From an optimization exercise on the open Yosys and OpenROAD flow, aimed at small area; shortcuts taken in it are not production practice. Only simulation tests tie the RTL to the original design; equivalence was not proved. Power is estimated from default activity; no workload was simulated.

== the previous run ==
==> flow/design.v <==
module avr109tx (
		 input rst,
		 input clk,
		 input [7:0] tx_data,
		 input load,
		 output txd,
		 output busy
		 );
   reg        act;
   reg [10:0] sr;
   reg [7:0]  baud;
   wire       tick = baud[6] && baud[4:0] == 5'b10101;
   wire       fb = baud[7] ^ baud[5] ^ baud[2] ^ baud[1];
   assign txd = sr[0];
   assign busy = act;
   always @(posedge clk) begin
      baud <= {baud[6:0], fb ^ tick};
      if (load) begin
	 act <= 1'b1;
	 sr[10:1] <= {1'b1, tx_data, 1'b0};
	 baud <= 8'h75;
      end else if (act & tick) begin
	 if (sr[10:1] == 10'd0)
	   act <= 1'b0;
	 else
	   sr <= {1'b0, sr[10:1]};
      end
      if (rst) begin
	 act <= 1'b0;
	 sr[0] <= 1'b1;
      end
   end
endmodule
module avr109rx (
		 input rst,
		 input clk,
		 input rxd,
		 output [7:0] rx_data,
		 output rx_avail
		 );
   reg       act;
   reg [8:0] sr;
   reg [7:0] baud;
   wire      tick = baud[7:6] == 2'b01 && baud[4:0] == 5'b10101;
   wire      fb = baud[7] ^ baud[5] ^ baud[2] ^ baud[1];
   assign rx_data = sr[8:1];
   assign rx_avail = ~act & sr[0];
   always @(posedge clk) begin
      if (act) begin
	 baud <= {baud[6:0], fb ^ tick};
	 if (tick) begin
	    if (~sr[0])
	      sr <= {rxd, sr[8:1]};
	    else if (rxd)
	      act <= 1'b0;
	 end
      end else begin
	 baud <= 8'h93;
	 sr <= 9'b100000000;
	 act <= ~rxd;
      end
      if (rst) begin
	 act <= 1'b0;
	 sr[0] <= 1'b0;
      end
   end
endmodule
module avr109 (
	       input rst,
	       input clk,
	       input rxd,
	       output txd,
	       output intercept_mode,
	       output prog_mode,
	       output[15:0] prog_addr,
	       output[15:0] prog_data,
	       input[15:0] prog_data_in,
	       output prog_low,
	       output prog_high
	       );
   localparam [4:0] S_INACTIVE  = 5'd0;
   localparam [4:0] S_ATTACHING = 5'd1;
   localparam [4:0] S_IDLE      = 5'd2;
   localparam [4:0] S_BAD       = 5'd3;
   localparam [4:0] S_V_HIGH    = 5'd4;
   localparam [4:0] S_V_LOW     = 5'd5;
   localparam [4:0] S_SEND_Y    = 5'd6;
   localparam [4:0] S_BS_Y      = 5'd7;
   localparam [4:0] S_BS_HI     = 5'd8;
   localparam [4:0] S_BS_LO     = 5'd9;
   localparam [4:0] S_SEND_00   = 5'd10;
   localparam [4:0] S_IGNORE    = 5'd11;
   localparam [4:0] S_ACK       = 5'd12;
   localparam [4:0] S_ADDR_HI   = 5'd13;
   localparam [4:0] S_ADDR_LO   = 5'd14;
   localparam [4:0] S_CNT_HI    = 5'd16;
   localparam [4:0] S_CNT_LO    = 5'd17;
   localparam [4:0] S_CHECK     = 5'd18;
   localparam [4:0] S_PROG_GET  = 5'd19;
   localparam [4:0] S_PROG_PUT  = 5'd20;
   localparam [4:0] S_EXIT1     = 5'd21;
   localparam [4:0] S_EXIT2     = 5'd22;
   localparam [4:0] S_CNT_HI2   = 5'd24;
   localparam [4:0] S_CNT_LO2   = 5'd25;
   localparam [4:0] S_CHECK2    = 5'd26;
   localparam [4:0] S_READ_GET  = 5'd27;
   localparam [4:0] S_READ_PUT  = 5'd28;
   reg [4:0]  state_q, state_d;
   reg [7:0]  cnt_q, cnt_d;
   reg [15:0] addr_q, addr_d;
   reg 	      prog_mode_q, prog_mode_d;
   reg 	      prog_strobe;
   reg 	      tx_load;
   reg [7:0]  tx_data;
   wire       tx_busy;
   wire       rx_avail;
   wire [7:0] rx_data;
   wire       send_ok = ~tx_busy;
   wire       cnt_zero = (cnt_q == 8'd0);
   assign prog_addr = {1'b0, addr_q[15:1]};
   assign prog_data = {rx_data, rx_data};
   assign prog_mode = prog_mode_q;
   assign prog_low = prog_strobe & ~addr_q[0];
   assign prog_high = prog_strobe & addr_q[0];
   assign intercept_mode = (state_q != S_INACTIVE) && (state_q != S_ATTACHING);
   avr109tx tx_inst(.rst(rst), .clk(clk), .tx_data(tx_data), .load(tx_load),
		    .txd(txd), .busy(tx_busy));
   avr109rx rx_inst(.rst(rst), .clk(clk), .rxd(rxd),
		    .rx_data(rx_data), .rx_avail(rx_avail));
   always @(*) begin
      tx_load = 1'b0;
      tx_data = 8'h00;
      state_d = state_q;
      cnt_d = cnt_q;
      addr_d = addr_q;
      prog_strobe = 1'b0;
      prog_mode_d = prog_mode_q;
      case (state_q)
	S_INACTIVE: begin
	   cnt_d[2:0] = 3'd0;
	   prog_mode_d = 1'b0;
	   if (rx_avail & (rx_data == 8'h1b))
	     state_d = S_ATTACHING;
	end
	S_ATTACHING: begin
	   if (rx_avail) begin
	      if (rx_data != (cnt_q[0] ? 8'h1b : 8'haa))
		state_d = S_INACTIVE;
	      else begin
		 cnt_d[2:0] = cnt_q[2:0] + 3'd1;
		 if (cnt_q[2] & cnt_q[0])
		   state_d = S_IDLE;
	      end
	   end
	end
	S_IDLE: begin
	   if (rx_avail) begin
	      case (rx_data)
		8'h0a, 8'h1b: ;
		8'h41: state_d = S_ADDR_HI;
		8'h42: state_d = S_CNT_HI;
		8'h45: state_d = S_EXIT1;
		8'h4c: begin prog_mode_d = 1'b0; state_d = S_ACK; end
		8'h50: begin prog_mode_d = 1'b1; state_d = S_ACK; end
		8'h54: state_d = S_IGNORE;
		8'h56: state_d = S_V_HIGH;
		8'h61: state_d = S_SEND_Y;
		8'h62: state_d = S_BS_Y;
		8'h67: state_d = S_CNT_HI2;
		8'h74: state_d = S_SEND_00;
		default: state_d = S_BAD;
	      endcase
	   end
	end
	S_BAD:     begin tx_data = 8'h3f; if (send_ok) begin tx_load = 1'b1; state_d = S_IDLE; end end
	S_V_HIGH:  begin tx_data = 8'h31; if (send_ok) begin tx_load = 1'b1; state_d = S_V_LOW; end end
	S_V_LOW:   begin tx_data = 8'h30; if (send_ok) begin tx_load = 1'b1; state_d = S_IDLE; end end
	S_SEND_Y:  begin tx_data = 8'h59; if (send_ok) begin tx_load = 1'b1; state_d = S_IDLE; end end
	S_BS_Y:    begin tx_data = 8'h59; if (send_ok) begin tx_load = 1'b1; state_d = S_BS_HI; end end
	S_BS_HI:   begin tx_data = 8'h00; if (send_ok) begin tx_load = 1'b1; state_d = S_BS_LO; end end
	S_BS_LO:   begin tx_data = 8'hff; if (send_ok) begin tx_load = 1'b1; state_d = S_IDLE; end end
	S_SEND_00: begin tx_data = 8'h00; if (send_ok) begin tx_load = 1'b1; state_d = S_IDLE; end end
	S_ACK:     begin tx_data = 8'h0d; if (send_ok) begin tx_load = 1'b1; state_d = S_IDLE; end end
	S_EXIT1:   begin tx_data = 8'h0d; if (send_ok) begin tx_load = 1'b1; state_d = S_EXIT2; end end
	S_EXIT2:   begin if (send_ok) state_d = S_INACTIVE; end
	S_IGNORE: begin
	   if (rx_avail) state_d = S_ACK;
	end
	S_ADDR_HI: begin
	   if (rx_avail) begin addr_d[15:8] = rx_data; state_d = S_ADDR_LO; end
	end
	S_ADDR_LO: begin
	   if (rx_avail) begin addr_d[7:0] = rx_data; state_d = S_ACK; end
	end
	S_CNT_HI: begin
	   if (rx_avail) state_d = (rx_data == 8'h00) ? S_CNT_LO : S_BAD;
	end
	S_CNT_LO: begin
	   if (rx_avail) begin cnt_d = rx_data; state_d = S_CHECK; end
	end
	S_CHECK: begin
	   if (rx_avail)
	     state_d = (rx_data != 8'h46) ? S_BAD : cnt_zero ? S_ACK : S_PROG_GET;
	end
	S_PROG_GET: begin
	   if (rx_avail) begin
	      cnt_d = cnt_q - 8'd1;
	      prog_strobe = 1'b1;
	      state_d = S_PROG_PUT;
	   end
	end
	S_PROG_PUT: begin
	   addr_d = addr_q + 16'd1;
	   state_d = cnt_zero ? S_ACK : S_PROG_GET;
	end
	S_CNT_HI2: begin
	   if (rx_avail) state_d = (rx_data == 8'h00) ? S_CNT_LO2 : S_BAD;
	end
	S_CNT_LO2: begin
	   if (rx_avail) begin cnt_d = rx_data; state_d = S_CHECK2; end
	end
	S_CHECK2: begin
	   if (rx_avail)
	     state_d = (rx_data != 8'h46) ? S_BAD : cnt_zero ? S_IDLE : S_READ_GET;
	end
	S_READ_GET: begin
	   tx_data = addr_q[0] ? prog_data_in[15:8] : prog_data_in[7:0];
	   if (send_ok) begin
	      tx_load = 1'b1;
	      cnt_d = cnt_q - 8'd1;
	      state_d = S_READ_PUT;
	   end
	end
	S_READ_PUT: begin
	   addr_d = addr_q + 16'd1;
	   state_d = cnt_zero ? S_IDLE : S_READ_GET;
	end
	default: state_d = S_INACTIVE;
      endcase
   end
   always @(posedge clk) begin
      cnt_q <= cnt_d;
      if (rst) begin
	 state_q <= S_INACTIVE;
	 addr_q <= 16'd0;
	 prog_mode_q <= 1'b0;
      end else begin
	 state_q <= state_d;
	 addr_q <= addr_d;
	 prog_mode_q <= prog_mode_d;
      end
   end
endmodule
export LEC_CHECK = 0
export ABC_AREA = 1
export CAP_MARGIN = 20
export CORE_MARGIN = 2
export CORE_UTILIZATION = 65
export PLACE_DENSITY = 0.75
export SLEW_MARGIN = 20
create_clock -name core_clock -period 10.0 [get_ports {clk}]
standard.sh (not shown) runs the stock make flow with config.mk's settings and CLKGATE_MAP_FILE= SYNTH_SCRIPT=/design/flow/synth_recipe.tcl, a recipe that flattens the netlist after the stock synthesis.
==> flow/flow/run.sh <==
#!/bin/bash
# Layout flow: the standard ORFS flow (standard.sh's make command) with
#  - synthesis: the standard flow's script, with an area-oriented ABC script (flow/abc_area.script)
#    in place of ORFS's; registers are mapped exactly as in the standard synthesis
#  - port buffers: sky130_fd_sc_hd__buf_1 on every input and output port
#  - CTS: small clock buffers, no dummy loads
# Each tool's output goes to a log file in this folder.
set -euo pipefail
W=$(pwd)
export MY_ABC_SCRIPT=$W/flow/abc_area.script
cat > $W/my_synth.tcl <<EOT
proc abc {args} {
  set i [lsearch \$args -script]
  if {\$i >= 0} { set args [lreplace \$args \$i [expr {\$i+1}] -script \$::env(MY_ABC_SCRIPT)] }
  yosys abc {*}\$args
}
source $W/synth_recipe.tcl
EOT
export BUFFER_PORTS_ARGS="-buffer_cell sky130_fd_sc_hd__buf_1"
export CTS_ARGS="-sink_clustering_enable -repair_clock_nets -dont_use_dummy_load -buf_list {sky130_fd_sc_hd__clkbuf_4}"
sed -e "s|SYNTH_SCRIPT=[^ ]*synth_recipe.tcl|SYNTH_SCRIPT=$W/my_synth.tcl|" standard.sh > my_standard.sh
grep -q "SYNTH_SCRIPT=$W/my_synth.tcl" my_standard.sh
bash my_standard.sh finish > $W/orfs_flow.log 2>&1
cp -f orfs/logs/*/avr109/base/1_2_yosys.log $W/yosys.log 2>/dev/null || true
==> flow/flow/abc_area.script <==
strash
dc2
strash
&get -n
&deepsyn -J 200 -S 1
&put
dch -f
map -a
mfs2 -a
strash
dch -f
amap
topo
> inputs changed (the previous run -> the current run)
-- flow/design.v --
<<< the previous run, line 44
   wire      tick = baud[7:6] == 2'b01 && baud[4:0] == 5'b10101;
   wire      fb = baud[7] ^ baud[5] ^ baud[2] ^ baud[1];
   assign rx_data = sr[8:1];
   assign rx_avail = ~act & sr[0];
   always @(posedge clk) begin
>>> the current run, line 44
   wire      tick = baud[7:6] == 2'b01 && baud[4:0] == 5'b10101;
   wire      fb = baud[7] ^ baud[5] ^ baud[2] ^ baud[1];
   assign rx_data = ~sr[8:1];
   assign rx_avail = ~act & sr[0];
   always @(posedge clk) begin
<<< the previous run, line 51
	 if (tick) begin
	    if (~sr[0])
	      sr <= {rxd, sr[8:1]};
	    else if (rxd)
	      act <= 1'b0;
>>> the current run, line 51
	 if (tick) begin
	    if (~sr[0])
	      sr <= {~rxd, sr[8:1]};
	    else if (rxd)
	      act <= 1'b0;
<<< the previous run, line 117
   wire [7:0] rx_data;
   wire       send_ok = ~tx_busy;
   wire       cnt_zero = (cnt_q == 8'd0);
   assign prog_addr = {1'b0, addr_q[15:1]};
   assign prog_data = {rx_data, rx_data};
>>> the current run, line 117
   wire [7:0] rx_data;
   wire       send_ok = ~tx_busy;
   wire       cnt_zero = (cnt_q == 8'hff);   
   assign prog_addr = {1'b0, addr_q[15:1]};
   assign prog_data = {rx_data, rx_data};
<<< the previous run, line 138
      case (state_q)
	S_INACTIVE: begin
	   cnt_d[2:0] = 3'd0;
	   prog_mode_d = 1'b0;
	   if (rx_avail & (rx_data == 8'h1b))
>>> the current run, line 138
      case (state_q)
	S_INACTIVE: begin
	   cnt_d[2:0] = 3'b111;
	   prog_mode_d = 1'b0;
	   if (rx_avail & (rx_data == 8'h1b))
<<< the previous run, line 145
	S_ATTACHING: begin
	   if (rx_avail) begin
	      if (rx_data != (cnt_q[0] ? 8'h1b : 8'haa))
		state_d = S_INACTIVE;
	      else begin
		 cnt_d[2:0] = cnt_q[2:0] + 3'd1;
		 if (cnt_q[2] & cnt_q[0])
		   state_d = S_IDLE;
	      end
>>> the current run, line 145
	S_ATTACHING: begin
	   if (rx_avail) begin
	      if (rx_data != (~cnt_q[0] ? 8'h1b : 8'haa))
		state_d = S_INACTIVE;
	      else begin
		 cnt_d[2:0] = cnt_q[2:0] - 3'd1;
		 if (~cnt_q[2] & ~cnt_q[0])
		   state_d = S_IDLE;
	      end
<<< the previous run, line 197
	end
	S_CNT_LO: begin
	   if (rx_avail) begin cnt_d = rx_data; state_d = S_CHECK; end
	end
	S_CHECK: begin
>>> the current run, line 197
	end
	S_CNT_LO: begin
	   if (rx_avail) begin cnt_d = ~rx_data; state_d = S_CHECK; end
	end
	S_CHECK: begin
<<< the previous run, line 205
	S_PROG_GET: begin
	   if (rx_avail) begin
	      cnt_d = cnt_q - 8'd1;
	      prog_strobe = 1'b1;
	      state_d = S_PROG_PUT;
>>> the current run, line 205
	S_PROG_GET: begin
	   if (rx_avail) begin
	      cnt_d = cnt_q + 8'd1;
	      prog_strobe = 1'b1;
	      state_d = S_PROG_PUT;
<<< the previous run, line 218
	end
	S_CNT_LO2: begin
	   if (rx_avail) begin cnt_d = rx_data; state_d = S_CHECK2; end
	end
	S_CHECK2: begin
>>> the current run, line 218
	end
	S_CNT_LO2: begin
	   if (rx_avail) begin cnt_d = ~rx_data; state_d = S_CHECK2; end
	end
	S_CHECK2: begin
<<< the previous run, line 228
	   if (send_ok) begin
	      tx_load = 1'b1;
	      cnt_d = cnt_q - 8'd1;
	      state_d = S_READ_PUT;
	   end
>>> the current run, line 228
	   if (send_ok) begin
	      tx_load = 1'b1;
	      cnt_d = cnt_q + 8'd1;
	      state_d = S_READ_PUT;
	   end
Notes after the runs:
- The current run went all the way through synthesis, placement and routing and the layout is clean on timing, DRC and antenna.
- The current run: share of power burned in the clock network 6.8 points above the previous run
- Setup slack: the current run vs the previous run down 140 ps
- [the current run] wire length on met3 fell 5.5% relative to the previous run
- The current run ends up with higher remaining max-slew budget at the tightest pin than the previous run does.
- Diff the previous run -> the current run | critical path depth | decrease of 3
- On smallest hold slack, the previous run beats the current run.

## static timing again, ports no longer ideal
The flow's constraints put no driver on any port. The routed layouts listed below were extracted and timed again, unchanged, in two steps.
Step 1 assumes that a clkbuf_16 drives the clock port and a buf_2 every other input.
Step 2 also shifts input and output timing later by t, the mid clock arrival at the registers, as if the neighbouring blocks saw the same clock.
Three values: ideal ports, drivers, drivers and shift; two values: the first two.
| run | t (ns) | slack for setup (ns) | worst hold slack (ns) | worst setup path at the end |
|---|---|---|---|---|
| the previous run | 0.442 | 4.750 / 4.723 / 5.164 | 0.440 / 0.440 / 0.440 | register to output |
| the current run | 0.435 | 4.613 / 4.585 / 5.020 | 0.429 / 0.429 / 0.429 | register to output |
After both steps every run listed still meets setup and hold.
